What follows belongs to an exercise in optimizing a design on an open flow for small area; a production flow would make more cautious choices. RTL that was checked went through simulation tests only; none was proved equivalent to the original. The RTL of run 7 was laid out without a check of its function. No activity file was given, so power comes from the tool's default toggle rates. The flow treats the clock pin as an ideal source, which a real chip does not have.

$ cat flow/design.v
`timescale 1ns / 1ps
module canny_top #(
    parameter IMG_W = 256
)(
    input  wire        clk,
    input  wire        rst,
    input  wire [7:0]  pixel_in,
    output wire        out_valid,
    output wire [7:0]  pixel_out
);
    reg  [7:0] col;
    reg  [2:0] row;
    wire [10:0] cnt = {row, col};
    always @(posedge clk) begin
        if (rst) begin
            col <= 8'd0;
            row <= 3'd0;
        end else begin
            col <= col + 8'd1;
            if (col == 8'd255 && row != 3'd7)
                row <= row + 3'd1;
        end
    end
    reg [8*513-1:0] xc;
    always @(posedge clk)
        xc <= {xc[8*512-1:0], pixel_in};
    wire [7:0] x_bot = xc[7:0];
    wire [7:0] x_mid = xc[8*257-1 -: 8];
    wire [7:0] x_top = (cnt <= 11'd512) ? 8'd0 : xc[8*513-1 -: 8];
    wire [9:0]        a_new = {2'b0, x_top} + {1'b0, x_mid, 1'b0} + {2'b0, x_bot};
    wire [8:0] b_new = {1'b0, x_bot} - {1'b0, x_top};    
    reg [9:0]        a1, a2;
    reg [8:0]        b1, b2;
    always @(posedge clk) begin
        a1 <= a_new; a2 <= a1;
        b1 <= b_new; b2 <= b1;
    end
    wire [10:0] fx = {1'b0, a_new} - {1'b0, a2};
    wire [10:0] fy = {{2{b2[8]}}, b2} + {b1[8], b1, 1'b0} + {{2{b_new[8]}}, b_new};
    wire [9:0]  ax = fx[10] ? -fx[9:0] : fx[9:0];
    wire [9:0]  ay = fy[10] ? -fy[9:0] : fy[9:0];
    wire [10:0] mag = {1'b0, ax} + {1'b0, ay};
    wire        quad = fx[10] ^ fy[10];
    wire [9:0]  tan22 = (ax >> 2) + (ax >> 3) + (ax >> 5) + (ax >> 7);
    wire [10:0] tan67 = {1'b0, ax} + {1'b0, tan22};
    localparam [2:0] C_NONE = 3'd0,    
                     C_H    = 3'd1,    
                     C_D    = 3'd2,    
                     C_V    = 3'd3,    
                     C_W    = 3'd4;    
    wire [2:0] cls = (ay < tan22)             ? C_H :
                     ({1'b0, ay} < tan67)     ? (quad ? C_V : C_D) :
                                                C_W;
    wire valid_s = (cnt >= 11'd514) && (col >= 8'd2);
    reg [10:0] ms;       
    reg [2:0]  zc;       
    reg [2:0]  zc_d;
    always @(posedge clk) begin
        if (rst) begin
            ms <= 11'd0;
            zc <= C_NONE;
        end else if (valid_s) begin
            ms <= mag;
            zc <= cls;
        end
        zc_d <= zc;
    end
    reg [11*257-1:0] mc;
    always @(posedge clk)
        mc <= {mc[11*256-1:0], ms};
    wire [10:0] mc1   = mc[10:0];
    wire [10:0] mc255 = mc[11*255-1 -: 11];
    wire [10:0] mc256 = mc[11*256-1 -: 11];
    wire [10:0] mc257 = mc[11*257-1 -: 11];
    wire ge1   = ms >= mc1;      
    wire le1   = mc1 >= ms;      
    wire le255 = mc255 >= ms;    
    wire ge256 = ms >= mc256;    
    wire le256 = mc256 >= ms;    
    wire ge257 = ms >= mc257;    
    wire le257 = mc257 >= ms;    
    localparam [1:0] P_NONE = 2'd0, P_DL = 2'd1, P_D = 2'd2, P_DR = 2'd3;
    reg [3:0] st0;
    always @* begin
        case (zc_d)
            C_H:     st0 = {1'b1, ge1,   P_NONE};
            C_W:     st0 = {1'b1, 1'b1,  P_DL};
            C_V:     st0 = {1'b0, ge256, P_D};
            C_D:     st0 = {1'b0, ge257, P_DR};
            default: st0 = {1'b0, 1'b1,  P_NONE};
        endcase
    end
    reg [3:0]         st1;
    reg [3*256-1:0]   st;     
    wire       st1_alive = st1[2] & (~st1[3] | le1);
    wire [2:0] st255 = st[3*254-1 -: 3];
    wire [2:0] st256 = st[3*255-1 -: 3];
    wire [2:0] st257 = st[3*256-1 -: 3];
    wire st255_alive = st255[2] & ~(st255[1:0] == P_DL & ~le255);
    wire st256_alive = st256[2] & ~(st256[1:0] == P_D  & ~le256);
    wire st257_alive = st257[2] & ~(st257[1:0] == P_DR & ~le257);
    always @(posedge clk) begin
        st1 <= st0;
        st  <= {st256_alive, st256[1:0],
                st255_alive, st255[1:0],
                st[3*253-1:0],
                st1_alive, st1[1:0]};
    end
    wire       valid_n = (col != 8'd254) && (col != 8'd255);
    wire [7:0] clip257 = (mc257[10:8] != 3'd0) ? 8'hFF : mc257[7:0];
    wire [7:0] ns_new  = (valid_n && st257_alive) ? clip257 : 8'd0;
    reg [7:0] ns;
    always @(posedge clk)
        ns <= ns_new;
    reg [8*257-1:0] nc_a;       
    reg [8*255-1:0] nc_b;       
    always @(posedge clk) begin
        nc_a <= {nc_a[8*256-1:0], ns};
        nc_b <= {nc_b[8*254-1:0], nc_a[8*257-1 -: 8]};
    end
    wire [7:0] n_bot = (cnt >= 11'd768)  ? ns : 8'd0;
    wire [7:0] n_mid = (cnt >= 11'd1024) ? nc_a[8*256-1 -: 8] : 8'd0;
    wire [7:0] n_top = (cnt >= 11'd1280) ? nc_b[8*255-1 -: 8] : 8'd0;
    wire [7:0] din   = (cnt >= 11'd1024) ? nc_a[8*257-1 -: 8] : 8'd0;
    wire [9:0] s_new = {2'b0, n_top} + {2'b0, n_mid} + {2'b0, n_bot};
    reg  [9:0] s1, s2;
    always @(posedge clk) begin
        s1 <= s_new;
        s2 <= s1;
    end
    wire [11:0] sum9 = {2'b0, s_new} + {2'b0, s1} + {2'b0, s2};
    reg  [11:0] s_prev;
    wire [11:0] din9   = {din, 3'b000} + {4'b0, din} + 12'd8;
    wire        ge_mean = (s_prev <= din9);
    wire        is_strong  = (din >= 8'd155) && ge_mean;
    wire        is_weak    = (din >= 8'd130) && ge_mean;    
    wire valid_l = (col != 8'd252) && (col != 8'd253) && (cnt >= 11'd510);
    reg [259:0] hc;             
    reg [7:0]   hcol;
    reg         wrapped;
    reg         connected;
    reg         dout;
    wire r_col  = (col < 8'd252)  ? hc[257] : hc[259];
    wire r_col1 = (col == 8'd254) ? hc[258] : hc[256];
    wire e_new  = is_strong | (is_weak & connected);
    always @(posedge clk) begin
        hc <= {hc[258:0], e_new};
        if (valid_l)
            s_prev <= sum9;
        if (rst) begin
            hcol    <= 8'd0;
            wrapped <= 1'b0;
        end else if (valid_l) begin
            connected <= ((hcol != 8'd0) & dout) |
                         (wrapped & r_col) |
                         (wrapped & (hcol != 8'd255) & r_col1);
            dout <= e_new;
            hcol <= hcol + 8'd1;
            if (hcol == 8'd255)
                wrapped <= 1'b1;
        end
    end
    reg [5:0] od;
    reg       ov;
    always @(posedge clk) begin
        od <= {od[4:0], dout};
        if (rst)
            ov <= 1'b0;
        else
            ov <= (cnt >= 11'd514) && (col != 8'd2) && (col != 8'd3);
    end
    assign out_valid = ov;
    assign pixel_out = {8{od[5]}};
endmodule
$ cat flow/run.sh
#!/bin/bash
# synth_recipe.tcl (not shown) runs the flow's synth.tcl, then flattens the netlist and writes it again
# the make line also repeats each setting of config.mk as NAME=value (left out here)
make -C /OpenROAD-flow-scripts/flow DESIGN_CONFIG=/design/flow/config.mk WORK_HOME=/design/flow/orfs CLKGATE_MAP_FILE= SYNTH_SCRIPT=/design/flow/synth_recipe.tcl finish
$ cat flow/config.mk
export PLATFORM = sky130hd
export DESIGN_NAME = canny_top
export DESIGN_NICKNAME = canny_top
export VERILOG_FILES = /design/flow/design.v
export SDC_FILE = /design/flow/constraint.sdc
export NUM_CORES = 8
export LEC_CHECK = 0
export CAP_MARGIN = 60
export CORE_MARGIN = 2
export CORE_UTILIZATION = 40
export SLEW_MARGIN = 60
$ cat flow/constraint.sdc
create_clock -name core_clock -period 12.0 [get_ports {clk}]
set_input_delay 2.4000 -clock core_clock [delete_from_list [all_inputs] [get_ports {clk}]]
set_output_delay 2.4000 -clock core_clock [all_outputs]
set_load 0.01 [all_outputs]
==> metrics.md, run 1 <==
| Metric | Value |
|---|---|
| Die Span Y | `798 um` |
| Fill cells | `a little over 50000` |
| Most frequent cells in the layout | `dfxtp_1 (12167), clkbuf_16 (1207), clkbuf_1 (227)` |
| Minimum clock period | `10.23 ns` |
| Total clock sinks | `12181` |
| FF+latch count, synth | `12181` |
| Crit path kind | `reg -> reg` |
| Final hold slack | `about 0.24 ns` |
| Setup Fix Bufs, Post-CTS | `0` |
| Slowest stage delay, CP | `between 0.5 and 0.6 ns` |
| Final Instance Area | `0.301 sq mm` |
| Antenna violations before repair | `7` |
| Max-Slew Margin vs Limit | `0.627` |
| Drt total wl | `263 mm` |
| Syn-to-layout area delta | `19.4%` |
| Io pins | `19` |
| Total power | `79.6 mW` |
| Cell Area, Synth | `0.252 sq mm` |
| Via/cell ratio | `3.60` |
| Primary FF master, synth | `dfxtp_1` |
| Status | `no timing/DRC/antenna violations` |
| Max VDD drop | `0.000240 V` |
| Die width | `798 um` |
| Final Util | `0.480` |
| Worst clock skew | `0.0803 ns` |
| Row Count | `291` |
| Post-cts sizing count | `0` |
| Total track usage | `0.0853` |
| First-pass GRT wire length | `442 mm` |
| CTS Buf Count | `1177` |
| Initial detailed-routing violation count | `3128` |
| Worst Hold Class | `reg -> reg` |
| Actual slew at the worst max-slew pin | `0.554 ns` |
| Pin count of the biggest net entering global routing | `38` |
| Most used cell, CP | `ha_1` |
| Post-synthesis cell count | `13290` |
| Critical path launch point type | `register` |
| CP required | `13.06 ns` |
| Nets | `14706` |
| Reg clk slew, reported paths | `0.06 ns` |
| Clk buf depth | `5` |
| Drt drc | `0` |
| Die ar. | `around 0.64 sq mm` |
| Via count | `85109` |
| WL/cell | `approximately 11 um` |
| Average cell area after synthesis | `19.0 sq um` |
| Post-synth ARST share | `0` |
| Clock root cell | `clkbuf_16` |
| Initial core utilization | `0.402` |
| Nature of the critical path endpoint | `register` |
| Share of cells above drive strength 1 | `0.118` |
| # setup viols final | `0` |
| CP Max Fanout | `11` |
| Core area | `0.628 sq mm` |
| Slowest CP cell | `dfxtp_1` |
| Max Fclk | `97.7 MHz` |
| Post-synth EDFFs | `14` |
| Seq/Total Area, Yosys | `0.967` |
| Unrepaired setup endpoints after global routing | `no` |
| Setup_tns | `0 ns` |
| Pre-Repair DR Iteration Count | `4` |
| Syn_nets | `13520` |
| Routability cong. | `between 0.6 and 0.7` |
| Hold buffers post-CTS | `0` |
| Final Max Tran Viols | `0` |
| Antenna Nets Post-Route | `0` |
| Max Cap Viol | `0` |
| Crit path DAT | `between 10 and 15 ns` |
| Most common cell after layout, fill and taps aside | `dfxtp_1` |
| Final hold violation count | `0` |
| Final period util | `0.853` |
| Dpl hpwl | `~120 mm` |
| Yosys warning total | `1` |
| GRT overflow | `0` |
| Placed cell areas | `around 0.26 sq mm` |
| TritonCTS clock tree | `done` |
| IO Port Bufs | `18` |
| Worst-Skew Late Latency | `1.15 ns` |
| Power Density | `264 mW/mm^2` |
| Leakage | `around 120 nW` |
| H-tree Lvls | `7` |
| Vias in the first global route | `86379` |
| Yosys cell types | `75` |
## report_power, final
group / internal (mW) / leakage, nW / switching, mW
clock network: 21.7 / 18.9 / 14.0
registers: 40.6 / 98.3 / 0.0362
logic: 1.46 / 4.32 / 1.84
## cells in the mapped netlist (all sizes together), types with 3 or more instances
library cell | number | area [sq um]
a211o | 3 | 26.3
a211oi | 10 | 80.1
a21boi | 3 | 22.5
a21o | 31 | 233
a21oi | 78 | 390
a311oi | 3 | 32.5
a31oi | 6 | 37.5
and2 | 22 | 138
and3 | 6 | 37.5
buf | 12 | 83.8
clkbuf | 12 | 45.0
dfxtp | 12167 | 244000
edfxtp | 14 | 420
fa | 45 | 901
ha | 175 | 2190
inv | 189 | 709
maj3 | 8 | 81.3
mux2i | 5 | 50.1
nand2 | 73 | 274
nand2b | 19 | 119
nand3 | 16 | 80.1
nand4 | 14 | 87.6
nor2 | 85 | 322
nor2b | 17 | 106
nor3 | 16 | 80.1
nor3b | 3 | 22.5
nor4 | 3 | 18.8
o211ai | 4 | 30.0
o21a | 32 | 240
o21ai | 36 | 184
o21bai | 21 | 158
o31ai | 3 | 22.5
or2 | 3 | 18.8
or3 | 4 | 25.0
xnor2 | 71 | 629
xor2 | 45 | 409
## logic make-up (layout without fill, tap and decap cells)
logic type | after synthesis | count (layout) | share of synthesized area
xor gates and xnor gates | 116 | 116 | 0.00412
adders and majority gates | 228 | 228 | 0.0126
other | 0 | 12 | 0
muxes | 6 | 6 | 0.000243
AOI/OAI and AO/OA | 256 | 256 | 0.00678
buffers and inverters | 214 | 2214 | 0.00334
DFF | 12181 | 12181 | 0.967
and+or+nand+nor | 289 | 289 | 0.00554
## flip-flops by register name, indices dropped and copies added (netlist names), 10 cells and up
| register | flops |
|---|---|
| xc | 4104 |
| mc | 2827 |
| nc_a | 2056 |
| nc_b | 2040 |
| st | 768 |
| hc | 260 |
| s_prev | 12 |
| ms | 11 |
| s1 | 10 |
| s2 | 10 |
## per-layer routing
metal  vias to the layer above  global-route usage  part of all wire
met5                         -                   0                 0
met4                         0              0.0464             0.037
met3                       866              0.0340             0.061
met2                      1415               0.100              0.34
met1                     39021               0.129              0.56
li1                      43807                   -                 -
## critical path, delay by kind of cell, from the launching register on
kind / cells / cell delay (ns)
AND/OR/NAND/NOR: 10 / 1.53
buffers and inverters: 2 / 0.17
flip-flops: 1 / 0.54
XOR/XNOR: 3 / 0.46
AO/OA/AOI/OAI: 18 / 3.54
adder cells (fa/ha/maj): 12 / 3.88
## worst paths after layout
path               start      end  slack [ns]  cells past startpoint
setup / recovery  col[1]    zc[0]        1.77                     45
hold / removal    xc[92]  xc[100]        0.24                      0
setup reg to reg  col[1]    zc[0]        1.77                     45
hold reg to reg   xc[92]  xc[100]        0.24                      0
## metrics by stage
stage,setup slack (ns),instances
CTS,1.58,23640
detailed placement,1.67,21647
floorplan,3.00,13290
global placement,1.30,21647
global route,0.962,23641
finish,1.77,23652
## area by class of cell
class	instances	area, sq um	area share
Multi-Input combinational cell	895	7430	0.0247
Inverter	190	713	0.00237
Tap cell	8350	10400	0.0347
Clock buffer	1658	34100	0.113
Sequential cell	12181	244000	0.810
Antenna cell	12	30.0	0.0000997
Clock inverter	335	4180	0.0139
Timing Repair Buffer	31	278	0.000922
==> run 2, diff against run 1 <==
--- a/flow/design.v
+++ b/flow/design.v
@@ -23,10 +23,10 @@
     end
     reg [8*513-1:0] xc;
     always @(posedge clk)
-        xc <= {xc[8*512-1:0], pixel_in};
+        xc <= {xc[8*512-1:0], rst ? 8'd0 : pixel_in};    
     wire [7:0] x_bot = xc[7:0];
     wire [7:0] x_mid = xc[8*257-1 -: 8];
-    wire [7:0] x_top = (cnt <= 11'd512) ? 8'd0 : xc[8*513-1 -: 8];
+    wire [7:0] x_top = xc[8*513-1 -: 8];
     wire [9:0]        a_new = {2'b0, x_top} + {1'b0, x_mid, 1'b0} + {2'b0, x_bot};
     wire [8:0] b_new = {1'b0, x_bot} - {1'b0, x_top};    
     reg [9:0]        a1, a2;
@@ -43,26 +43,24 @@
     wire        quad = fx[10] ^ fy[10];
     wire [9:0]  tan22 = (ax >> 2) + (ax >> 3) + (ax >> 5) + (ax >> 7);
     wire [10:0] tan67 = {1'b0, ax} + {1'b0, tan22};
-    localparam [2:0] C_NONE = 3'd0,    
-                     C_H    = 3'd1,    
-                     C_D    = 3'd2,    
-                     C_V    = 3'd3,    
-                     C_W    = 3'd4;    
-    wire [2:0] cls = (ay < tan22)             ? C_H :
+    localparam [1:0] C_H    = 2'd0,    
+                     C_D    = 2'd1,    
+                     C_V    = 2'd2,    
+                     C_W    = 2'd3;    
+    wire [1:0] cls = (ay < tan22)             ? C_H :
                      ({1'b0, ay} < tan67)     ? (quad ? C_V : C_D) :
                                                 C_W;
     wire valid_s = (cnt >= 11'd514) && (col >= 8'd2);
     reg [10:0] ms;       
-    reg [2:0]  zc;       
-    reg [2:0]  zc_d;
+    reg [1:0]  zc;       
+    reg [1:0]  zc_d;
     always @(posedge clk) begin
-        if (rst) begin
+        if (rst)
             ms <= 11'd0;
-            zc <= C_NONE;
-        end else if (valid_s) begin
+        else if (valid_s)
             ms <= mag;
+        if (valid_s)
             zc <= cls;
-        end
         zc_d <= zc;
     end
     reg [11*257-1:0] mc;
@@ -82,12 +80,13 @@
     localparam [1:0] P_NONE = 2'd0, P_DL = 2'd1, P_D = 2'd2, P_DR = 2'd3;
     reg [3:0] st0;
     always @* begin
-        case (zc_d)
+        if (cnt == 11'd515)
+            st0 = {1'b0, 1'b1, P_NONE};
+        else case (zc_d)
             C_H:     st0 = {1'b1, ge1,   P_NONE};
             C_W:     st0 = {1'b1, 1'b1,  P_DL};
             C_V:     st0 = {1'b0, ge256, P_D};
-            C_D:     st0 = {1'b0, ge257, P_DR};
-            default: st0 = {1'b0, 1'b1,  P_NONE};
+            default: st0 = {1'b0, ge257, P_DR};
         endcase
     end
     reg [3:0]         st1;
@@ -106,22 +105,19 @@
                 st[3*253-1:0],
                 st1_alive, st1[1:0]};
     end
-    wire       valid_n = (col != 8'd254) && (col != 8'd255);
+    wire       valid_n = (col != 8'd254) && (col != 8'd255) && (cnt >= 11'd772);
     wire [7:0] clip257 = (mc257[10:8] != 3'd0) ? 8'hFF : mc257[7:0];
     wire [7:0] ns_new  = (valid_n && st257_alive) ? clip257 : 8'd0;
-    reg [7:0] ns;
-    always @(posedge clk)
-        ns <= ns_new;
     reg [8*257-1:0] nc_a;       
     reg [8*255-1:0] nc_b;       
     always @(posedge clk) begin
-        nc_a <= {nc_a[8*256-1:0], ns};
+        nc_a <= {nc_a[8*256-1:0], ns_new};
         nc_b <= {nc_b[8*254-1:0], nc_a[8*257-1 -: 8]};
     end
-    wire [7:0] n_bot = (cnt >= 11'd768)  ? ns : 8'd0;
-    wire [7:0] n_mid = (cnt >= 11'd1024) ? nc_a[8*256-1 -: 8] : 8'd0;
-    wire [7:0] n_top = (cnt >= 11'd1280) ? nc_b[8*255-1 -: 8] : 8'd0;
-    wire [7:0] din   = (cnt >= 11'd1024) ? nc_a[8*257-1 -: 8] : 8'd0;
+    wire [7:0] n_bot = ns_new;
+    wire [7:0] n_mid = nc_a[8*256-1 -: 8];
+    wire [7:0] n_top = nc_b[8*255-1 -: 8];
+    wire [7:0] din   = nc_a[8*257-1 -: 8];
     wire [9:0] s_new = {2'b0, n_top} + {2'b0, n_mid} + {2'b0, n_bot};
     reg  [9:0] s1, s2;
     always @(posedge clk) begin
@@ -134,14 +130,14 @@
     wire        ge_mean = (s_prev <= din9);
     wire        is_strong  = (din >= 8'd155) && ge_mean;
     wire        is_weak    = (din >= 8'd130) && ge_mean;    
-    wire valid_l = (col != 8'd252) && (col != 8'd253) && (cnt >= 11'd510);
+    wire valid_l = (col != 8'd251) && (col != 8'd252) && (cnt >= 11'd509);
     reg [259:0] hc;             
     reg [7:0]   hcol;
     reg         wrapped;
     reg         connected;
     reg         dout;
-    wire r_col  = (col < 8'd252)  ? hc[257] : hc[259];
-    wire r_col1 = (col == 8'd254) ? hc[258] : hc[256];
+    wire r_col  = (col == 8'd253 || col == 8'd254) ? hc[259] : hc[257];
+    wire r_col1 = (col == 8'd253) ? hc[258] : hc[256];
     wire e_new  = is_strong | (is_weak & connected);
     always @(posedge clk) begin
         hc <= {hc[258:0], e_new};
@@ -160,15 +156,15 @@
                 wrapped <= 1'b1;
         end
     end
-    reg [5:0] od;
+    reg [6:0] od;
     reg       ov;
     always @(posedge clk) begin
-        od <= {od[4:0], dout};
+        od <= {od[5:0], dout};
         if (rst)
             ov <= 1'b0;
         else
             ov <= (cnt >= 11'd514) && (col != 8'd2) && (col != 8'd3);
     end
     assign out_valid = ov;
-    assign pixel_out = {8{od[5]}};
+    assign pixel_out = {8{od[6]}};
 endmodule
--- a/flow/config.mk
+++ b/flow/config.mk
@@ -8,4 +8,6 @@
 export CAP_MARGIN = 60
 export CORE_MARGIN = 2
 export CORE_UTILIZATION = 40
+export CTS_CLUSTER_DIAMETER = 80
+export CTS_CLUSTER_SIZE = 30
 export SLEW_MARGIN = 60
==> run 2 against run 1 <==
Effect of this change:
- hold slack better by 0.034 ns
- count of clock-buffer cells in the layout down 1167
- highest routed layer unchanged
- still clean
- routed wire length down 7.3%
- largest power group unchanged
==> metrics.md, run 2 <==
| Metric | Value |
|---|---|
| Status | `no timing/DRC/antenna violations` |
| Final Max Tran Viols | `0 (unchanged)` |
| CP required | `12.85 ns (-0.21 ns)` |
| Yosys warning total | `1 (unchanged)` |
| Via count | `79520 (-6.6%)` |
| FF+latch count, synth | `12172 (-0.074%)` |
| Post-synth EDFFs | `16 (+2)` |
| Global route hottest layer | `met1` |
| Worst-Skew Late Latency | `1.05 ns (-0.10 ns)` |
| Max Cap Viol | `0 (unchanged)` |
| Synth top area share | `0.965 (about the same)` |
| Setup_tns | `0 ns (unchanged)` |
| Top reg by flops | `xc` |
| Via/cell ratio | `3.58 (-0.41%)` |
| Total clock sinks | `12172 (-0.074%)` |
| Clk buf depth | `4 (-1)` |
| Post-cts sizing count | `0 (unchanged)` |
| Primary FF master, synth | `dfxtp_1` |
| Crit path DAT | `10.32 ns (-0.98 ns)` |
| CP Max Fanout | `9 (-2)` |
| Synth cell count leaders | `dfxtp_1 (12156), inv_1 (198), ha_1 (179)` |
| Pin count of the biggest net entering global routing | `44 (+16%)` |
| Clock power frac | `0.305 (-0.143)` |
| Placed instance count | `21606 (-0.19%)` |
| Final hold slack | `0.278 ns (+0.0336 ns)` |
| WL/cell | `11.0 um (-1.2%)` |
| IO Port Bufs | `18 (unchanged)` |
| Initial detailed-routing violation count | `3802 (+22%)` |
| Core area | `0.628 sq mm (unchanged)` |
| GRT overflow | `0 (unchanged)` |
| Total power | `62.2 mW (-22%)` |
| Switching share of power | `0.208 (+0.00817)` |
| Hold buffers post-CTS | `0 (unchanged)` |
| Routability cong. | `0.702 (+2.6%)` |
| Fin cells | `22190 (-6.2%)` |
| Drt total wl | `244 mm (-7.3%)` |
| Area leader, netlist | `dfxtp_1` |
| Unrepaired setup endpoints after global routing | `no` |
| Die Span Y | `798 um (about the same)` |
| Crit path kind | `reg -> reg` |
| Most frequent cells in the layout | `dfxtp_1 (12156), clkbuf_16 (474), inv_1 (197)` |
| TritonCTS clock tree | `done` |
| Count leader, synth | `dfxtp_1` |
| Dpl hpwl | `120 mm (+0.80%)` |
| Row Count | `291 (unchanged)` |
| Most used cell, CP | `a21oi_1` |
| Seq pwr share | `0.652 (+0.142)` |
| Antenna violations before repair | `8 (+1)` |
| Max-Slew Margin vs Limit | `0.628 (+0.00162)` |
| Antenna Nets Post-Route | `0 (unchanged)` |
| First-pass GRT wire length | `405 mm (-8.3%)` |
| Nature of the critical path endpoint | `register` |
| Share of cells above drive strength 1 | `0.0454 (-0.0725)` |
| Average cell area after synthesis | `19.0 sq um (+0.22%)` |
| Place WS | `2.41 ns (+0.746 ns)` |
| Actual slew at the worst max-slew pin | `0.554 ns (+0.0000929 ns)` |
| Syn_nets | `13487 (-0.24%)` |
| # setup viols final | `0 (unchanged)` |
| Top flop regs | `xc (4104), mc (2827), nc_a (2056)` |
| Final period util | `0.789 (-0.0633)` |
| Seq/Total Area, Yosys | `0.967 (about the same)` |
| Int Power | `49.3 mW (-23%)` |
| Fill cells | `53848 (+3.7%)` |
| H-tree Lvls | `5 (-2)` |
| Post-synth ARST share | `0 (unchanged)` |
| CP bufs+invs | `4 (+2)` |
| Setup ws final | `2.53 ns (+0.759 ns)` |
| Met2 GRT Util | `0.0943 (-0.00568)` |
| Minimum clock period | `9.47 ns (-0.759 ns)` |
| Net Switching | `12.9 mW (-19%)` |
| Comb power frac | `0.043 (+0.002)` |
| Worst clock skew | `0.0621 ns (-0.0182 ns)` |
| Top Family by Delay on Critical Path | `compound AO/OA/AOI/OAI gates` |
| Most common cell after layout, fill and taps aside | `dfxtp_1` |
| Initial core utilization | `0.401 (about the same)` |
| Slowest CP cell | `fa_1` |
| Setup Fix Bufs, Post-CTS | `0 (unchanged)` |
| Max reg flops | `4104 (unchanged)` |
| Slowest stage delay, CP | `0.53 ns (about the same)` |
| CTS Buf Count | `472 (-60%)` |
| Cell Area, Synth | `0.252 sq mm (about the same)` |
| Power Density | `225 mW/mm^2 (-15%)` |
| Worst Hold Class | `reg -> reg` |
| M1 GR Usage | `0.126 (-0.00373)` |
| Largest cells by area after synthesis | `dfxtp_1 (97%), ha_1 (0.89%), fa_1 (0.36%), inv_1 (0.29%), xnor2_1 (0.24%)` |
| Leakage | `109 nW (-10%)` |
| Reg clk slew, reported paths | `0.10 ns (+0.04 ns)` |
| Vias in the first global route | `77286 (-11%)` |
| Syn-to-layout area delta | `9.73%` |
| Post-synthesis cell count | `13253 (-0.28%)` |
| Io pins | `19 (unchanged)` |
| Final hold violation count | `0 (unchanged)` |
| Critical path launch point type | `register` |
| Total track usage | `0.0758 (-0.00953)` |
| Nets | `13964 (-5.0%)` |
| Max Fclk | `106 MHz (+8.0%)` |
| Die ar. | `0.637 sq mm (about the same)` |
| Pre-Repair DR Iteration Count | `6 (+2)` |
| Yosys cell types | `80 (+6.7%)` |
| Max VDD drop | `0.000244 V (+1.7%)` |
| Clock root cell | `clkbuf_16` |
| Met3 Usage GRT | `0.0173 (-0.0167)` |
| Die width | `798 um (about the same)` |
| Drt drc | `0 (unchanged)` |
==> run 2: logic make-up after synthesis <==
group | Yosys count | synth area share
compound gates | 260 | 0.00698
buf+inv | 220 | 0.00355
xor+xnor | 109 | 0.00410
fa+ha+maj | 232 | 0.0128
mux | 7 | 0.000288
flops | 12172 | 0.967
simple gates | 253 | 0.00495
==> run 2: power by group through the flow <==
| stage | Clock, mW | Combinational (mW) | Sequential [mW] |
|---|---|---|---|
| 6_report | 19.0 | 2.70 | 40.6 |
| 5_1_grt | 21.3 | 3.14 | 40.6 |
| 4_1_cts | 19.9 | 2.80 | 40.6 |
| 3_5_place_dp | 0 | 2.78 | 41.5 |
| 3_3_place_gp | 0 | 2.83 | 41.5 |
| 2_1_floorplan | 0 | 2.14 | 41.5 |
==> run 2: path summary, 6_finish.rpt <==
check | end | slack, ns | depth (start not counted) | from
hold reg to reg | xc[1578] | 0.28 | 0 | xc[1570]
setup / recovery | zc[0] | 2.53 | 44 | xc[1]
setup reg to reg | zc[0] | 2.53 | 44 | xc[1]
hold / removal | xc[1578] | 0.28 | 0 | xc[1570]
==> run 2: per-layer routing <==
metal,vias to the layer above,part of all wire
li1,41472,-
met4,0,0.030
met5,-,0
met3,511,0.042
met1,36896,0.59
met2,641,0.34
==> run 2: cell type report <==
cell class | instances | area (sq um) | share of cell area
sequential | 12172 | 244000 | 0.882
timing repair buffer | 24 | 219 | 0.000792
clock inverter | 88 | 1840 | 0.00665
multi-input combinational | 861 | 7490 | 0.0271
inverter | 199 | 747 | 0.00270
tap | 8350 | 10400 | 0.0378
clock buffer | 491 | 12000 | 0.0434
antenna | 5 | 12.5 | 0.0000452
==> run 2: worst reg2reg max path, delay by kind of cell (launching register included) <==
family                     cells  cell delay, ns
AOI/OAI and AO/OA             20            3.56
xor gates and xnor gates       3            0.69
adders and majority gates      9            3.31
buffers and inverters          4            0.40
DFF                            1            0.42
and+or+nand+nor                8            0.97
==> run 2: stage by stage <==
| stage | instance area (sq um) | util |
|---|---|---|
| floorplan | 252000 | - |
| global placement | 263000 | 0.418 |
| detailed placement | 263000 | 0.418 |
| CTS | 277000 | 0.440 |
| global route | 277000 | 0.440 |
| finish | 277000 | 0.440 |
==> run 3, diff against run 2 <==
--- a/flow/config.mk
+++ b/flow/config.mk
@@ -5,9 +5,10 @@
 export SDC_FILE = /design/flow/constraint.sdc
 export NUM_CORES = 8
 export LEC_CHECK = 0
+export ABC_AREA = 1
 export CAP_MARGIN = 60
 export CORE_MARGIN = 2
-export CORE_UTILIZATION = 40
+export CORE_UTILIZATION = 75
 export CTS_CLUSTER_DIAMETER = 80
 export CTS_CLUSTER_SIZE = 30
 export SLEW_MARGIN = 60
==> run 3 against run 2 <==
Effect of this change:
- the run now fails in detailed placement (3_5_place_dp)
- synthesized cell count is 1.8% higher
- area after synthesis is 0.11% higher
==> metrics.md, run 3 <==
| Metric | Value |
|---|---|
| Post-synthesis cell count | `13487 (+1.8%)` |
| Seq/Total Area, Yosys | `0.966 (-0.00107)` |
| IO Port Bufs | `18 (unchanged)` |
| Largest cells by area after synthesis | `dfxtp_1 (96%), ha_1 (0.89%), inv_1 (0.46%), fa_1 (0.36%), nand2_1 (0.33%)` |
| Post-synth ARST share | `0 (unchanged)` |
| Status | `did not finish` |
| Syn_nets | `13721 (+1.7%)` |
| Die width | `584 um (-27%)` |
| Io pins | `19 (unchanged)` |
| FF+latch count, synth | `12172 (unchanged)` |
| Yosys cell types | `55 (-31%)` |
| Primary FF master, synth | `dfxtp_1` |
| Exit stage | `detailed placement (3_5_place_dp)` |
| Post-synth EDFFs | `16 (unchanged)` |
| Synth cell count leaders | `dfxtp_1 (12156), inv_1 (309), nand2_1 (225)` |
| Cell Area, Synth | `0.252 sq mm (+0.11%)` |
| Count leader, synth | `dfxtp_1` |
| Average cell area after synthesis | `18.7 sq um (-1.6%)` |
| Initial core utilization | `0.755 (+0.354)` |
| Row Count | `212 (-27%)` |
| Routability cong. | `0.750 (+6.8%)` |
| Error Message | `[ERROR DPL-0033] detailed placement checks failed during check placement.` |
| Area leader, netlist | `dfxtp_1` |
| Yosys warning total | `1 (unchanged)` |
| Synth top area share | `0.964 (-0.00107)` |
| Die Span Y | `584 um (-27%)` |
| Dpl hpwl | `272 mm (+130%)` |
## run 3: changes by cell type after synthesis, sizes merged, moves of 25 or more
cell / before / now
a21o: 34 / 7
a21oi: 70 / 130
inv: 199 / 317
nand2: 48 / 246
nand3: 20 / 79
nor2b: 26 / 0
o21a: 27 / 2
xnor2: 72 / 23
## run 3: logic make-up after synthesis
group,Yosys count,synth area share
adders and majority gates,224,0.0124
AOI/OAI and AO/OA,235,0.00533
DFF,12172,0.966
xor gates and xnor gates,72,0.00263
buffers and inverters,334,0.00524
and+or+nand+nor,450,0.00809
## run 3: worst max-delay path by stage
stage                   startpoint     to  slack [ns]  cells past startpoint
after floorplan              xc[1]  zc[1]        4.60                     47
after global placement       xc[1]  zc[1]        2.38                     44
## run 3: per-stage QoR
step / cells / hold slack (ns) / total power [mW]
2_1_floorplan: 13487 / 0.310 / 43.1
3_3_place_gp: 17880 / 0.309 / 43.8
## run 3: power by group through the flow
stage          registers, mW  clock network, mW  logic [mW]
3_3_place_gp            41.4                  0        2.39
2_1_floorplan           41.4                  0        1.65
==> run 4, diff against run 3 <==
--- a/flow/config.mk
+++ b/flow/config.mk
@@ -8,7 +8,7 @@
 export ABC_AREA = 1
 export CAP_MARGIN = 60
 export CORE_MARGIN = 2
-export CORE_UTILIZATION = 75
+export CORE_UTILIZATION = 70
 export CTS_CLUSTER_DIAMETER = 80
 export CTS_CLUSTER_SIZE = 30
 export SLEW_MARGIN = 60
==> run 4 against run 3 <==
Effect of this change:
- the flow again stops in detailed placement (3_5_place_dp)
- area after synthesis is the same
- synthesized cell count stayed put
==> metrics.md, run 4 <==
| Metric | Value |
|---|---|
| Largest cells by area after synthesis | `dfxtp_1 (96%), ha_1 (0.89%), inv_1 (0.46%), fa_1 (0.36%), nand2_1 (0.33%)` |
| Post-synthesis xor/xnor area fraction | `0.00263 (unchanged)` |
| Die width | `604 um (+3.5%)` |
| Post-synth EDFFs | `16 (unchanged)` |
| Syn_nets | `13721 (unchanged)` |
| Mux share of post-synthesis cell area | `0 (unchanged)` |
| Dpl hpwl | `183 mm (-33%)` |
| Cell Area, Synth | `0.252 sq mm (unchanged)` |
| Synth top area share | `0.964 (unchanged)` |
| Area leader, netlist | `dfxtp_1` |
| Yosys warning total | `1 (unchanged)` |
| Primary FF master, synth | `dfxtp_1` |
| FF+latch count, synth | `12172 (unchanged)` |
| Post-synthesis adder-cell area fraction | `0.0124 (unchanged)` |
| Post-synthesis cell count | `13487 (unchanged)` |
| Io pins | `19 (unchanged)` |
| Synth Area in Compound Gates | `0.00533 (unchanged)` |
| Count leader, synth | `dfxtp_1` |
| Status | `did not finish` |
| Row Count | `220 (+3.8%)` |
| Average cell area after synthesis | `18.7 sq um (unchanged)` |
| Initial core utilization | `0.703 (-0.0520)` |
| Synth Area in Simple Gates | `0.00809 (unchanged)` |
| Die Span Y | `604 um (+3.5%)` |
| IO Port Bufs | `18 (unchanged)` |
| Post-synth ARST share | `0 (unchanged)` |
| Seq/Total Area, Yosys | `0.966 (unchanged)` |
| Yosys cell types | `55 (unchanged)` |
| Routability cong. | `0.735 (-2.0%)` |
| Error Message | `[ERROR DPL-0033] detailed placement checks failed during check placement.` |
| Exit stage | `detailed placement (3_5_place_dp)` |
| Synth cell count leaders | `dfxtp_1 (12156), inv_1 (309), nand2_1 (225)` |
| Combinational family with the most area after synthesis | `adder cells` |
## run 4: cell counts after synthesis
Identical to the previous run, type by type.
## run 4: through the flow
step	setup WS (ns)	total power [mW]	area, sq um	hold WS (ns)	cells
after floorplan	4.60	43.1	252000	0.310	13487
after global placement	2.35	43.8	258000	0.309	18265
## run 4: worst max path at each step
stage / to / slack [ns] / depth (start not counted)
after floorplan: zc[1] / 4.60 / 47
after global placement: zc[1] / 2.35 / 44
## run 4: cell families after synthesis
kind of cell	after synthesis
compound gates	235
fa+ha+maj	224
flops	12172
buf+inv	334
simple gates	450
xor+xnor	72
## run 4: power groups by stage
stage	registers, mW	logic, mW	clock network (mW)
global placement	41.4	2.42	0
floorplan	41.4	1.65	0
==> run 5, diff against run 4 <==
--- a/flow/config.mk
+++ b/flow/config.mk
@@ -8,7 +8,7 @@
 export ABC_AREA = 1
 export CAP_MARGIN = 60
 export CORE_MARGIN = 2
-export CORE_UTILIZATION = 70
+export CORE_UTILIZATION = 65
 export CTS_CLUSTER_DIAMETER = 80
 export CTS_CLUSTER_SIZE = 30
 export SLEW_MARGIN = 60
==> run 5 against run 4 <==
Effect of this change:
- now clean on timing, DRC and antenna
- area after synthesis is the same
- synthesized cell count is the same
==> metrics.md, run 5 <==
| Metric | Value |
|---|---|
| Initial detailed-routing violation count | `3762` |
| Actual slew at the worst max-slew pin | `0.528 ns` |
| Yosys warning total | `1 (unchanged)` |
| Nature of the critical path endpoint | `register` |
| Final hold slack | `0.270 ns` |
| Minimum clock period | `8.70 ns` |
| Final period util | `0.725` |
| CP Max Fanout | `15` |
| Top Family by Delay on Critical Path | `adder cells` |
| Nets | `between 10000 and 15000` |
| Clock root cell | `clkbuf_16` |
| Post-synth EDFFs | `16 (unchanged)` |
| Row Count | `228 (+3.6%)` |
| Slowest stage delay, CP | `~0.55 ns` |
| Top reg by flops | `xc` |
| Post-cts sizing count | `0` |
| FF+latch count, synth | `12172 (unchanged)` |
| Reg clk slew, reported paths | `between 0.1 and 0.15 ns` |
| Max reg flops | `4104` |
| First-pass GRT wire length | `451 mm` |
| Worst-Skew Late Latency | `1.00 ns` |
| Final hold violation count | `0` |
| Slowest CP cell | `fa_1` |
| Synth top area share | `0.964 (unchanged)` |
| Via/cell ratio | `4.20` |
| Count leader, synth | `dfxtp_1` |
| Setup_tns | `0 ns` |
| Most common cell after layout, fill and taps aside | `dfxtp_1` |
| Total track usage | `0.142` |
| Unrepaired setup endpoints after global routing | `no` |
| Synth Area in Simple Gates | `0.00809 (unchanged)` |
| Total clock sinks | `12172` |
| Post-synth ARST share | `0 (unchanged)` |
| Crit path kind | `reg -> reg` |
| Largest cells by area after synthesis | `dfxtp_1 (96%), ha_1 (0.89%), inv_1 (0.46%), fa_1 (0.36%), nand2_1 (0.33%)` |
| CP Capture Point | `zc[1]` |
| Final Max Tran Viols | `0` |
| Cell Area, Synth | `0.252 sq mm (unchanged)` |
| Worst R2R Start | `xc[1]` |
| Worst clock skew | `0.0874 ns` |
| Hold Path Stages | `0` |
| Vias in the first global route | `roughly 84000` |
| FF-to-FF End | `zc[1]` |
| Antenna violations before repair | `15` |
| Max VDD drop | `0.000220 V` |
| Synth Area in Compound Gates | `0.00533 (unchanged)` |
| Power Density | `between 200 and 250 mW/mm^2` |
| Final Util | `0.702` |
| Drt total wl | `279 mm` |
| CP bufs+invs | `6` |
| R2r worst-path depth | `45` |
| Synth cell count leaders | `dfxtp_1 (12156), inv_1 (309), nand2_1 (225)` |
| Post-synthesis xor/xnor area fraction | `0.00263 (unchanged)` |
| # setup viols final | `0` |
| Drt drc | `0` |
| Area leader, netlist | `dfxtp_1` |
| Max Fclk | `115 MHz` |
| Total power | `60.6 mW` |
| Seq/Total Area, Yosys | `0.966 (unchanged)` |
| Yosys cell types | `55 (unchanged)` |
| Dpl hpwl | `137 mm (-25%)` |
| Combinational family with the most area after synthesis | `adder cells` |
| Critical path launch point type | `register` |
| Cell count along the critical path | `45` |
| TritonCTS clock tree | `done` |
| WL/cell | `around 15 um` |
| Routability cong. | `0.731 (-0.45%)` |
| Syn-to-layout area delta | `7.42%` |
| Syn_nets | `13721 (unchanged)` |
| Average cell area after synthesis | `18.7 sq um (unchanged)` |
| Max-Slew Margin vs Limit | `0.646` |
| Post-synthesis adder-cell area fraction | `0.0124 (unchanged)` |
| Io pins | `19 (unchanged)` |
| Mux share of post-synthesis cell area | `0 (unchanged)` |
| Initial core utilization | `0.654 (-0.0492)` |
| Antenna Nets Post-Route | `0` |
| Status | `no timing/DRC/antenna violations` |
| Most frequent cells in the layout | `dfxtp_1 (12156), clkbuf_16 (456), inv_1 (308)` |
| Post-synthesis cell count | `13487 (unchanged)` |
| Critical path origin | `xc[1]` |
| H-tree Lvls | `5` |
| Pin count of the biggest net entering global routing | `32` |
| Setup Fix Bufs, Post-CTS | `0` |
| Via count | `around 81000` |
| Hold buffers post-CTS | `0` |
| Pre-Repair DR Iteration Count | `5` |
| Die ar. | `0.393 sq mm` |
| CTS Buf Count | `about 450` |
| Placed cell areas | `0.259 sq mm` |
| Worst Hold Class | `reg -> reg` |
| CP required | `around 13 ns` |
| Top flop regs | `xc (4104), mc (2827), nc_a (2056)` |
| Fill cells | `about 23000` |
| Max Cap Viol | `0` |
| GRT overflow | `0` |
| Core area | `0.386 sq mm` |
| Crit path DAT | `9.41 ns` |
| Share of cells above drive strength 1 | `0.0403` |
| Die width | `627 um (+3.7%)` |
| R2R Setup Slk | `around 3.3 ns` |
| Primary FF master, synth | `dfxtp_1` |
| Leakage | `between 100 and 150 nW` |
| Clk buf depth | `4` |
| IO Port Bufs | `18 (unchanged)` |
| Final Instance Area | `0.271 sq mm` |
| Die Span Y | `627 um (+3.7%)` |
-- run 5: cell counts after synthesis --
No cell type changed its count.
-- run 5: cell families after synthesis --
family | after synthesis
compound gates | 235
buf+inv | 334
flops | 12172
simple gates | 450
xor+xnor | 72
fa+ha+maj | 224
-- run 5: worst min path at each step --
stage | start | endpoint
2_1_floorplan | a1[1] | a2[1]
3_3_place_gp | nc_a[632] | nc_a[640]
3_5_place_dp | hc[216] | hc[217]
4_1_cts | nc_b[1899] | nc_b[1907]
5_1_grt | xc[2710] | xc[2718]
6_report | nc_b[1899] | nc_b[1907]
-- run 5: metal layers --
layer | share of wire | track usage | vias to the layer above
li1 | - | - | 41937
met1 | 0.54 | 0.223 | 37450
met2 | 0.40 | 0.207 | 644
met3 | 0.029 | 0.0206 | 481
met4 | 0.025 | 0.0389 | 0
met5 | 0 | 0 | -
-- run 5: final cells by class --
cell class / instances / area, sq um / area share
Antenna cell: 3 / 7.51 / 0.0000277
Clock buffer: 462 / 11400 / 0.0422
Clock inverter: 34 / 623 / 0.00230
Inverter: 317 / 1190 / 0.00441
Multi-Input combinational cell: 981 / 7260 / 0.0268
Sequential cell: 12172 / 244000 / 0.900
Tap cell: 5175 / 6470 / 0.0239
Timing Repair Buffer: 24 / 223 / 0.000822
-- run 5: report_power, final --
part / internal (mW) / switching (mW) / total [mW]
Clock: 6.95 / 10.9 / 17.9
Combinational: 0.845 / 1.41 / 2.26
Sequential: 40.5 / 0.0236 / 40.5
Total: 48.2 / 12.4 / 60.6
-- run 5: through the flow --
stage / setup WS [ns] / cells
after floorplan: 4.60 / 13487
after global placement: 2.23 / 18668
after CTS: 3.03 / 19165
after global routing: 2.28 / 19166
final: 3.30 / 19168
after detailed placement: 3.10 / 18669
==> run 6, diff against run 5 <==
--- a/flow/config.mk
+++ b/flow/config.mk
@@ -8,7 +8,7 @@
 export ABC_AREA = 1
 export CAP_MARGIN = 60
 export CORE_MARGIN = 2
-export CORE_UTILIZATION = 65
+export CORE_UTILIZATION = 55
 export CTS_CLUSTER_DIAMETER = 80
 export CTS_CLUSTER_SIZE = 30
 export SLEW_MARGIN = 60
==> run 6 against run 5 <==
Effect of this change:
- global-route usage down 2.9 points
- count of clock-buffer cells in the layout up 6
- hold slack gained 0.027 ns
- sequential cell count is the same
- still clean on timing, DRC and antenna
- critical path depth unchanged
- synthesized cell count unchanged
- register-to-register slack about the same
- die area up 18%
- critical endpoint unchanged
- cell area is 0.56% higher
- sequential power is essentially flat
- first-iteration DRC count shrank 9.5%
==> metrics.md, run 6 <==
| Metric | Value |
|---|---|
| Initial detailed-routing violation count | `3406 (-9.5%)` |
| Io pins | `19 (unchanged)` |
| Post-synth EDFFs | `16 (unchanged)` |
| Average cell area after synthesis | `18.7 sq um (unchanged)` |
| Unrepaired setup endpoints after global routing | `no` |
| Syn_nets | `13721 (unchanged)` |
| Max VDD drop | `0.000200 V (-9.4%)` |
| Clk buf depth | `4 (unchanged)` |
| Die Span Y | `681 um (+8.7%)` |
| Crit path DAT | `9.46 ns (+0.05 ns)` |
| Hold buffers post-CTS | `0 (unchanged)` |
| Leakage | `109 nW (+0.13%)` |
| Share of cells above drive strength 1 | `0.0418 (+0.00152)` |
| Routability cong. | `0.729 (-0.27%)` |
| Minimum clock period | `8.71 ns (+0.0110 ns)` |
| Nets | `14186 (+0.049%)` |
| Antenna Nets Post-Route | `0 (unchanged)` |
| Slowest stage delay, CP | `0.54 ns (about the same)` |
| # setup viols final | `0 (unchanged)` |
| Max Cap Viol | `0 (unchanged)` |
| Actual slew at the worst max-slew pin | `0.560 ns (+0.0321 ns)` |
| Worst-Skew Late Latency | `0.99 ns (about the same)` |
| Placed cell areas | `0.260 sq mm (+0.47%)` |
| Worst Hold Class | `reg -> reg` |
| Total track usage | `0.113 (-0.0295)` |
| Post-cts sizing count | `0 (unchanged)` |
| Die width | `681 um (+8.7%)` |
| Synth top area share | `0.964 (unchanged)` |
| Drt drc | `0 (unchanged)` |
| Total power | `60.8 mW (+0.21%)` |
| Total clock sinks | `12172 (unchanged)` |
| Final period util | `0.726 (+0.000920)` |
| WL/cell | `13.0 um (-11%)` |
| Dpl hpwl | `138 mm (+0.12%)` |
| Final Instance Area | `0.273 sq mm (+0.56%)` |
| Nature of the critical path endpoint | `register` |
| TritonCTS clock tree | `done` |
| Setup Fix Bufs, Post-CTS | `0 (unchanged)` |
| Most used cell, CP | `nand2_1` |
| Final hold violation count | `0 (unchanged)` |
| First-pass GRT wire length | `431 mm (-4.5%)` |
| CP required | `12.74 ns (+0.03 ns)` |
| Pin count of the biggest net entering global routing | `32 (unchanged)` |
| Power Density | `223 mW/mm^2 (-0.34%)` |
| Post-synth ARST share | `0 (unchanged)` |
| Count leader, synth | `dfxtp_1` |
| Antenna violations before repair | `17 (+2)` |
| Largest cells by area after synthesis | `dfxtp_1 (96%), ha_1 (0.89%), inv_1 (0.46%), fa_1 (0.36%), nand2_1 (0.33%)` |
| Yosys cell types | `55 (unchanged)` |
| Most frequent cells in the layout | `dfxtp_1 (12156), clkbuf_16 (460), inv_1 (308)` |
| Drt total wl | `262 mm (-6.1%)` |
| CTS Buf Count | `453 (+0.89%)` |
| Most common cell after layout, fill and taps aside | `dfxtp_1` |
| Max reg flops | `4104 (unchanged)` |
| Max Fclk | `115 MHz (-0.13%)` |
| Crit path kind | `reg -> reg` |
| Top reg by flops | `xc` |
| Via/cell ratio | `4.00 (-4.7%)` |
| Core area | `0.456 sq mm (+18%)` |
| Via count | `80663 (+0.19%)` |
| Reg clk slew, reported paths | `0.11 ns (about the same)` |
| Syn-to-layout area delta | `8.01%` |
| Clock root cell | `clkbuf_16` |
| Post-synthesis cell count | `13487 (unchanged)` |
| Cell Area, Synth | `0.252 sq mm (unchanged)` |
| Top flop regs | `xc (4104), mc (2827), nc_a (2056)` |
| Status | `no timing/DRC/antenna violations` |
| Final Util | `0.597 (-0.105)` |
| H-tree Lvls | `5 (unchanged)` |
| Max-Slew Margin vs Limit | `0.626 (-0.0198)` |
| Die ar. | `0.464 sq mm (+18%)` |
| Worst clock skew | `0.0577 ns (-0.0298 ns)` |
| IO Port Bufs | `18 (unchanged)` |
| FF+latch count, synth | `12172 (unchanged)` |
| Top Family by Delay on Critical Path | `adder cells` |
| GRT overflow | `0 (unchanged)` |
| Seq/Total Area, Yosys | `0.966 (unchanged)` |
| Pre-Repair DR Iteration Count | `5 (unchanged)` |
| Area leader, netlist | `dfxtp_1` |
| Slowest CP cell | `fa_1` |
| Vias in the first global route | `82132 (-1.9%)` |
| CP bufs+invs | `6 (unchanged)` |
| Initial core utilization | `0.553 (-0.101)` |
| Row Count | `248 (+8.8%)` |
| Yosys warning total | `1 (unchanged)` |
| Primary FF master, synth | `dfxtp_1` |
| Setup_tns | `0 ns (unchanged)` |
| Synth cell count leaders | `dfxtp_1 (12156), inv_1 (309), nand2_1 (225)` |
| Critical path launch point type | `register` |
| CP Max Fanout | `15 (unchanged)` |
| Final Max Tran Viols | `0 (unchanged)` |
==> run 6: cell counts after synthesis <==
Identical to the previous run, type by type.
==> run 6: path summary, 6_finish.rpt <==
kind         startpoint  endpoint  slack, ns  cells after the start
max               xc[1]     zc[1]       3.29                     45
min              xc[99]   xc[107]       0.30                      0
max reg2reg       xc[1]     zc[1]       3.29                     45
min reg2reg      xc[99]   xc[107]       0.30                      0
==> run 6: cell families after synthesis <==
logic type	share of synthesized area
AOI/OAI and AO/OA	0.00533
xor gates and xnor gates	0.00263
buffers and inverters	0.00524
DFF	0.966
adders and majority gates	0.0124
and+or+nand+nor	0.00809
==> run 6: layout make-up <==
class                   instances  area (sq um)
fillers                     32965        184000
repair buffers                 27           245
multi-input cells             981          7260
clock inverters                44           772
clock buffers                 468         11600
well taps                    6125          7660
diodes                         15          37.5
flip-flops and latches      12172        244000
inverters                     317          1190
==> run 6: routing by layer <==
metal	global-route usage	wire (um)
met5	0	32
met4	0.0347	7650
met3	0.0182	8070
met2	0.151	96100
met1	0.184	150000
==> run 6: power by group <==
group	switching [mW]	internal (mW)	leakage, nW
sequential	0.0250	40.5	98.2
clock	10.9	7.05	6.03
combinational	1.47	0.862	5.10
==> run 6: per-stage QoR <==
| step | instances | hold WS [ns] | worst slack [ns] |
|---|---|---|---|
| after global routing | 20135 | 0.289 | 2.32 |
| after global placement | 19620 | 0.309 | 2.71 |
| after CTS | 20134 | 0.281 | 2.99 |
| final | 20149 | 0.297 | 3.29 |
| after detailed placement | 19622 | 0.312 | 3.04 |
| after floorplan | 13487 | 0.310 | 4.60 |
==> run 7, diff against run 6 <==
--- a/flow/design.v
+++ b/flow/design.v
@@ -13,7 +13,7 @@
     wire [10:0] cnt = {row, col};
     always @(posedge clk) begin
         if (rst) begin
-            col <= 8'd0;
+            col <= 8'd1;
             row <= 3'd0;
         end else begin
             col <= col + 8'd1;
@@ -21,12 +21,12 @@
                 row <= row + 3'd1;
         end
     end
-    reg [8*513-1:0] xc;
+    reg [8*512-1:0] xc;
     always @(posedge clk)
-        xc <= {xc[8*512-1:0], rst ? 8'd0 : pixel_in};    
-    wire [7:0] x_bot = xc[7:0];
-    wire [7:0] x_mid = xc[8*257-1 -: 8];
-    wire [7:0] x_top = xc[8*513-1 -: 8];
+        xc <= {xc[8*511-1:0], rst ? 8'd0 : pixel_in};    
+    wire [7:0] x_bot = pixel_in;
+    wire [7:0] x_mid = xc[8*256-1 -: 8];
+    wire [7:0] x_top = xc[8*512-1 -: 8];
     wire [9:0]        a_new = {2'b0, x_top} + {1'b0, x_mid, 1'b0} + {2'b0, x_bot};
     wire [8:0] b_new = {1'b0, x_bot} - {1'b0, x_top};    
     reg [9:0]        a1, a2;
@@ -42,13 +42,13 @@
     wire [10:0] mag = {1'b0, ax} + {1'b0, ay};
     wire        quad = fx[10] ^ fy[10];
     wire [9:0]  tan22 = (ax >> 2) + (ax >> 3) + (ax >> 5) + (ax >> 7);
-    wire [10:0] tan67 = {1'b0, ax} + {1'b0, tan22};
+    wire [10:0] d22   = {1'b0, ay} - {1'b0, tan22};    
     localparam [1:0] C_H    = 2'd0,    
                      C_D    = 2'd1,    
                      C_V    = 2'd2,    
                      C_W    = 2'd3;    
-    wire [1:0] cls = (ay < tan22)             ? C_H :
-                     ({1'b0, ay} < tan67)     ? (quad ? C_V : C_D) :
+    wire [1:0] cls = d22[10]                  ? C_H :
+                     (d22[9:0] < ax)          ? (quad ? C_V : C_D) :
                                                 C_W;
     wire valid_s = (cnt >= 11'd514) && (col >= 8'd2);
     reg [10:0] ms;       
@@ -125,9 +125,10 @@
         s2 <= s1;
     end
     wire [11:0] sum9 = {2'b0, s_new} + {2'b0, s1} + {2'b0, s2};
-    reg  [11:0] s_prev;
-    wire [11:0] din9   = {din, 3'b000} + {4'b0, din} + 12'd8;
-    wire        ge_mean = (s_prev <= din9);
+    wire [7:0]  din_nx  = (col == 8'd250) ? nc_a[8*254-1 -: 8] : n_mid;
+    wire [11:0] din9_nx = {1'b0, din_nx, 3'b000} + {4'b0, din_nx} + 12'd8;
+    wire        ge_nx   = (sum9 <= din9_nx);
+    reg         ge_mean;
     wire        is_strong  = (din >= 8'd155) && ge_mean;
     wire        is_weak    = (din >= 8'd130) && ge_mean;    
     wire valid_l = (col != 8'd251) && (col != 8'd252) && (cnt >= 11'd509);
@@ -142,7 +143,7 @@
     always @(posedge clk) begin
         hc <= {hc[258:0], e_new};
         if (valid_l)
-            s_prev <= sum9;
+            ge_mean <= ge_nx;
         if (rst) begin
             hcol    <= 8'd0;
             wrapped <= 1'b0;
@@ -156,15 +157,15 @@
                 wrapped <= 1'b1;
         end
     end
-    reg [6:0] od;
+    reg [7:0] od;
     reg       ov;
     always @(posedge clk) begin
-        od <= {od[5:0], dout};
+        od <= {od[6:0], dout};
         if (rst)
             ov <= 1'b0;
         else
-            ov <= (cnt >= 11'd514) && (col != 8'd2) && (col != 8'd3);
+            ov <= (cnt >= 11'd515) && (col != 8'd3) && (col != 8'd4);
     end
     assign out_valid = ov;
-    assign pixel_out = {8{od[6]}};
+    assign pixel_out = {8{od[7]}};
 endmodule
==> flow/flow/run.sh (new file) <==
#!/bin/bash
# Standard layout (the standard.sh), with clock tree synthesis told not to
# add dummy balancing loads and to cluster up to 32 flip-flops per leaf buffer.
set -euo pipefail
export CTS_ARGS="-sink_clustering_enable -repair_clock_nets -dont_use_dummy_load -sink_clustering_size 32 -sink_clustering_max_diameter 80"
bash standard.sh > standard.log 2>&1
==> flow/standard.sh (new file) <==
#!/bin/bash
# synth_recipe.tcl (not shown) runs the flow's synth.tcl, then flattens the netlist and writes it again
# the make line also repeats each setting of config.mk as NAME=value (left out here)
make -C /OpenROAD-flow-scripts/flow DESIGN_CONFIG=/design/flow/config.mk WORK_HOME=/design/flow/orfs CLKGATE_MAP_FILE= SYNTH_SCRIPT=/design/flow/synth_recipe.tcl "${@:-finish}"
--- a/flow/config.mk
+++ b/flow/config.mk
@@ -8,7 +8,5 @@
 export ABC_AREA = 1
 export CAP_MARGIN = 60
 export CORE_MARGIN = 2
-export CORE_UTILIZATION = 55
-export CTS_CLUSTER_DIAMETER = 80
-export CTS_CLUSTER_SIZE = 30
+export CORE_UTILIZATION = 65
 export SLEW_MARGIN = 60
removed: flow/run.sh
==> run 7 against run 6 <==
Effect of this change:
- clock skew increased by 0.035 ns
- highest routed layer is now met4
- first-iteration DRC count rose by 12%
- non-clock buffer count is 2 lower
- critical path depth unchanged
- combinational power down 28%
- setup slack got worse by 1.7 ns
- still clean on timing, DRC and antenna
- utilization rose by 10 points
- sequential power barely moved
==> metrics.md, run 7 <==
| Metric | Value |
|---|---|
| Nature of the critical path endpoint | `register` |
| Combinational family with the most area after synthesis | `adder cells` |
| Most used cell, CP | `inv_1` |
| Dpl hpwl | `126 mm (-8.6%)` |
| Max-Slew Margin vs Limit | `0.590 (-0.0366)` |
| Yosys cell types | `49 (-11%)` |
| Mux share of post-synthesis cell area | `0.0000896 (+0.0000896)` |
| Global route hottest layer | `met1` |
| CTS Buf Count | `422 (-6.8%)` |
| GRT overflow | `0 (unchanged)` |
| Syn_nets | `13634 (-0.63%)` |
| Slowest stage delay, CP | `0.52 ns (-0.02 ns)` |
| Reg clk slew, reported paths | `0.10 ns (about the same)` |
| Unrepaired setup endpoints after global routing | `no` |
| Crit path kind | `in -> reg` |
| Post-synthesis cell count | `13400 (-0.65%)` |
| Total track usage | `0.132 (+0.0193)` |
| Placed cell areas | `0.258 sq mm (-0.79%)` |
| Drt total wl | `259 mm (-1.1%)` |
| Met3 Usage GRT | `0.0183 (+0.000125)` |
| CP required | `12.61 ns (-0.13 ns)` |
| Row Count | `228 (-8.1%)` |
| First-pass GRT wire length | `426 mm (-1.2%)` |
| TritonCTS clock tree | `done` |
| Clock power frac | `0.286 (-0.009)` |
| Nets | `14067 (-0.84%)` |
| # setup viols final | `0 (unchanged)` |
| WL/cell | `13.6 um (+4.9%)` |
| Seq pwr share | `0.686 (+0.020)` |
| Worst-Skew Late Latency | `0.92 ns (-0.07 ns)` |
| Count leader, synth | `dfxtp_1` |
| Antenna violations before repair | `3 (-14)` |
| Primary FF master, synth | `dfxtp_1` |
| Die width | `626 um (-8.1%)` |
| Max reg flops | `4096 (-0.19%)` |
| Max VDD drop | `0.000239 V (+20%)` |
| Drt drc | `0 (unchanged)` |
| Seq/Total Area, Yosys | `0.968 (+0.00143)` |
| Synth Area in Compound Gates | `0.00504 (-0.000280)` |
| H-tree Lvls | `5 (unchanged)` |
| Max Fclk | `96.0 MHz (-16%)` |
| Synth Area in Simple Gates | `0.00674 (-0.00135)` |
| Pre-Repair DR Iteration Count | `5 (unchanged)` |
| Core area | `0.385 sq mm (-16%)` |
| FF+latch count, synth | `12154 (-0.15%)` |
| Clk buf depth | `4 (unchanged)` |
| Antenna Nets Post-Route | `0 (unchanged)` |
| Cell Area, Synth | `0.251 sq mm (-0.34%)` |
| Worst clock skew | `0.0930 ns (+0.0353 ns)` |
| Synth cell count leaders | `dfxtp_1 (12149), inv_1 (316), nand2_1 (204)` |
| Most frequent cells in the layout | `dfxtp_1 (12148), clkbuf_16 (422), inv_1 (315)` |
| Synth top area share | `0.967 (+0.00274)` |
| Switching share of power | `0.196 (-0.00819)` |
| Via/cell ratio | `4.15 (+3.8%)` |
| Initial detailed-routing violation count | `3825 (+12%)` |
| Hold_sp | `xc[231]` |
| Total power | `58.9 mW (-3.0%)` |
| Int Power | `47.4 mW (-2.0%)` |
| Minimum clock period | `10.42 ns (+1.71 ns)` |
| Hold buffers post-CTS | `0 (unchanged)` |
| Largest cells by area after synthesis | `dfxtp_1 (97%), ha_1 (0.84%), inv_1 (0.47%), fa_1 (0.45%), nand2_1 (0.30%)` |
| Setup_tns | `0 ns (unchanged)` |
| Yosys warning total | `1 (unchanged)` |
| Area leader, netlist | `dfxtp_1` |
| Hold Path Stages | `0 (unchanged)` |
| Status | `no timing/DRC/antenna violations` |
| Most common cell after layout, fill and taps aside | `dfxtp_1` |
| Comb power frac | `0.028 (-0.010)` |
| Initial core utilization | `0.653 (+0.0997)` |
| Hold EP | `xc[239]` |
| IO Port Bufs | `18 (unchanged)` |
| Slowest CP cell | `fa_1` |
| Total clock sinks | `12154 (-0.15%)` |
| Die ar. | `0.392 sq mm (-16%)` |
| R2R Setup Slk | `3.26 ns (-0.03 ns)` |
| Final period util | `0.868 (+0.142)` |
| Average cell area after synthesis | `18.8 sq um (+0.31%)` |
| Syn-to-layout area delta | `6.85%` |
| Die Span Y | `626 um (-8.1%)` |
| Share of cells above drive strength 1 | `0.0337 (-0.00814)` |
| Vias in the first global route | `80085 (-2.5%)` |
| Post-synthesis xor/xnor area fraction | `0.00236 (-0.000275)` |
| Worst Hold Class | `reg -> reg` |
| Max Cap Viol | `0 (unchanged)` |
| Worst R2R Start | `xc[2040]` |
| M1 GR Usage | `0.216 (+0.0318)` |
| Top flop regs | `xc (4096), mc (2827), nc_a (2056)` |
| CP Max Fanout | `9 (-6)` |
| Power Density | `219 mW/mm^2 (-1.6%)` |
| Top reg by flops | `xc` |
| Critical path launch point type | `input port` |
| Final Instance Area | `0.269 sq mm (-1.4%)` |
| Routability cong. | `0.773 (+5.9%)` |
| Via count | `78970 (-2.1%)` |
| Pin count of the biggest net entering global routing | `33 (+3.1%)` |
| Actual slew at the worst max-slew pin | `0.611 ns (+0.0509 ns)` |
| Post-synth EDFFs | `5 (-11)` |
| R2r worst-path depth | `44 (-2.2%)` |
| Post-synthesis adder-cell area fraction | `0.0128 (+0.000371)` |
| Crit path DAT | `11.03 ns (+1.57 ns)` |
| Clock root cell | `clkbuf_16` |
| Final hold violation count | `0 (unchanged)` |
| Leakage | `108 nW (-1.1%)` |
| Setup Fix Bufs, Post-CTS | `0 (unchanged)` |
| FF-to-FF End | `zc[0]` |
| Post-synth ARST share | `0 (unchanged)` |
| Net Switching | `11.5 mW (-6.9%)` |
| Met2 GRT Util | `0.182 (+0.0303)` |
| Io pins | `19 (unchanged)` |
| Post-cts sizing count | `0 (unchanged)` |
| Final Max Tran Viols | `0 (unchanged)` |
run 7: cell types whose count changed in the layout (fill, tap and decap cells not counted), sizes merged, moves of 13 or more:
cell    change
a21oi      -16
clkbuf     -46
clkinv     -19
diode      -13
inv        -14
nand2      -36
nand3      -16
run 7: logic make-up after synthesis:
group                    Yosys count
adder cells (fa/ha/maj)          224
AND/OR/NAND/NOR                  389
AO/OA/AOI/OAI                    226
buffers and inverters            342
multiplexers                       2
flip-flops                     12154
XOR/XNOR                          63
run 7: worst max-delay path: cells and delay by family:
family,cells,cell delay (ns)
compound gates,13,2.24
fa+ha+maj,9,3.42
xor+xnor,2,0.44
simple gates,12,1.35
buf+inv,9,1.14
run 7: layout make-up:
type	count	area (sq um)
Tap cell	5175	6470
Fill cell	23870	117000
Antenna cell	2	5.00
Sequential cell	12154	243000
Timing Repair Buffer	25	233
Clock buffer	422	10600
Multi-Input combinational cell	904	6840
Inverter	326	1230
run 7: metrics by stage:
step	util	setup slack, ns	std cells	hold slack, ns
finish	0.697	1.58	19008	0.271
CTS	0.697	1.56	19006	0.276
floorplan	-	2.59	13400	0.310
global placement	0.670	0.400	18583	0.309
global route	0.697	0.926	19007	0.280
detailed placement	0.670	0.585	18584	0.312
run 7: layer usage:
| metal | part of all wire | up-vias |
|---|---|---|
| met5 | 0 | - |
| met1 | 0.57 | 36319 |
| li1 | - | 41498 |
| met4 | 0.028 | 0 |
| met2 | 0.38 | 647 |
| met3 | 0.028 | 506 |
run 7: worst max-delay path by stage:
| stage | cells after the start | slack [ns] | startpoint | endpoint |
|---|---|---|---|---|
| finish | 45 | 1.58 | pixel_in[1] | zc[0] |
| global route | 44 | 0.93 | pixel_in[1] | zc[0] |
| CTS | 44 | 1.56 | pixel_in[1] | zc[0] |
| detailed placement | 45 | 0.58 | pixel_in[1] | zc[0] |
| global placement | 44 | 0.40 | pixel_in[1] | zc[0] |
| floorplan | 45 | 2.59 | pixel_in[1] | zc[0] |
run 7: power by group through the flow:
stage	Combinational, mW	Sequential (mW)	Clock [mW]
floorplan	1.22	41.4	0
global placement	1.79	41.4	0
detailed placement	1.74	41.4	0
CTS	1.76	40.4	17.4
global route	1.98	40.5	18.7
finish	1.68	40.4	16.8

-- what the ideal ports hide --
In the flow no input, the clock included, has a driving cell. The finished layouts below were timed again as built, in two steps. Step 1, drivers: a clkbuf_16 drives clk and a buf_2 each remaining input, both assumed. Step 2 adds t to the input delays and takes it off the output delays; t is the mean of the earliest and latest rising clock arrival at the registers after step 1. Input paths then give back, and output paths get back, about the clock's delay inside the block. Three values: ideal, step 1, step 2; two values: the first two.
| run | shift t [ns] | slack for setup (ns) | hold slack, ns | pins driven straight from the clock port |
|---|---|---|---|---|
| run 1 | 1.250 | 1.768 / 1.768 / 1.768 | 0.244 / 0.244 / 0.244 | 1 |
| run 2 | 1.141 | 2.527 / 2.527 / 2.527 | 0.278 / 0.278 / 0.278 | 1 |
| run 5 | 1.062 | 3.300 / 3.300 / 3.300 | 0.270 / 0.270 / 0.270 | 1 |
| run 6 | 1.072 | 3.289 / 3.289 / 3.289 | 0.297 / 0.297 / 0.297 | 1 |
| run 7 | 0.997 | 1.582 / 1.640 / 0.643 | 0.271 / 0.271 / 0.271 | 1 |
After both steps every run listed still meets setup and hold. The setup slack of run 7, which loses most, moves by +0.058 ns with the drivers and by -0.939 ns with both steps.
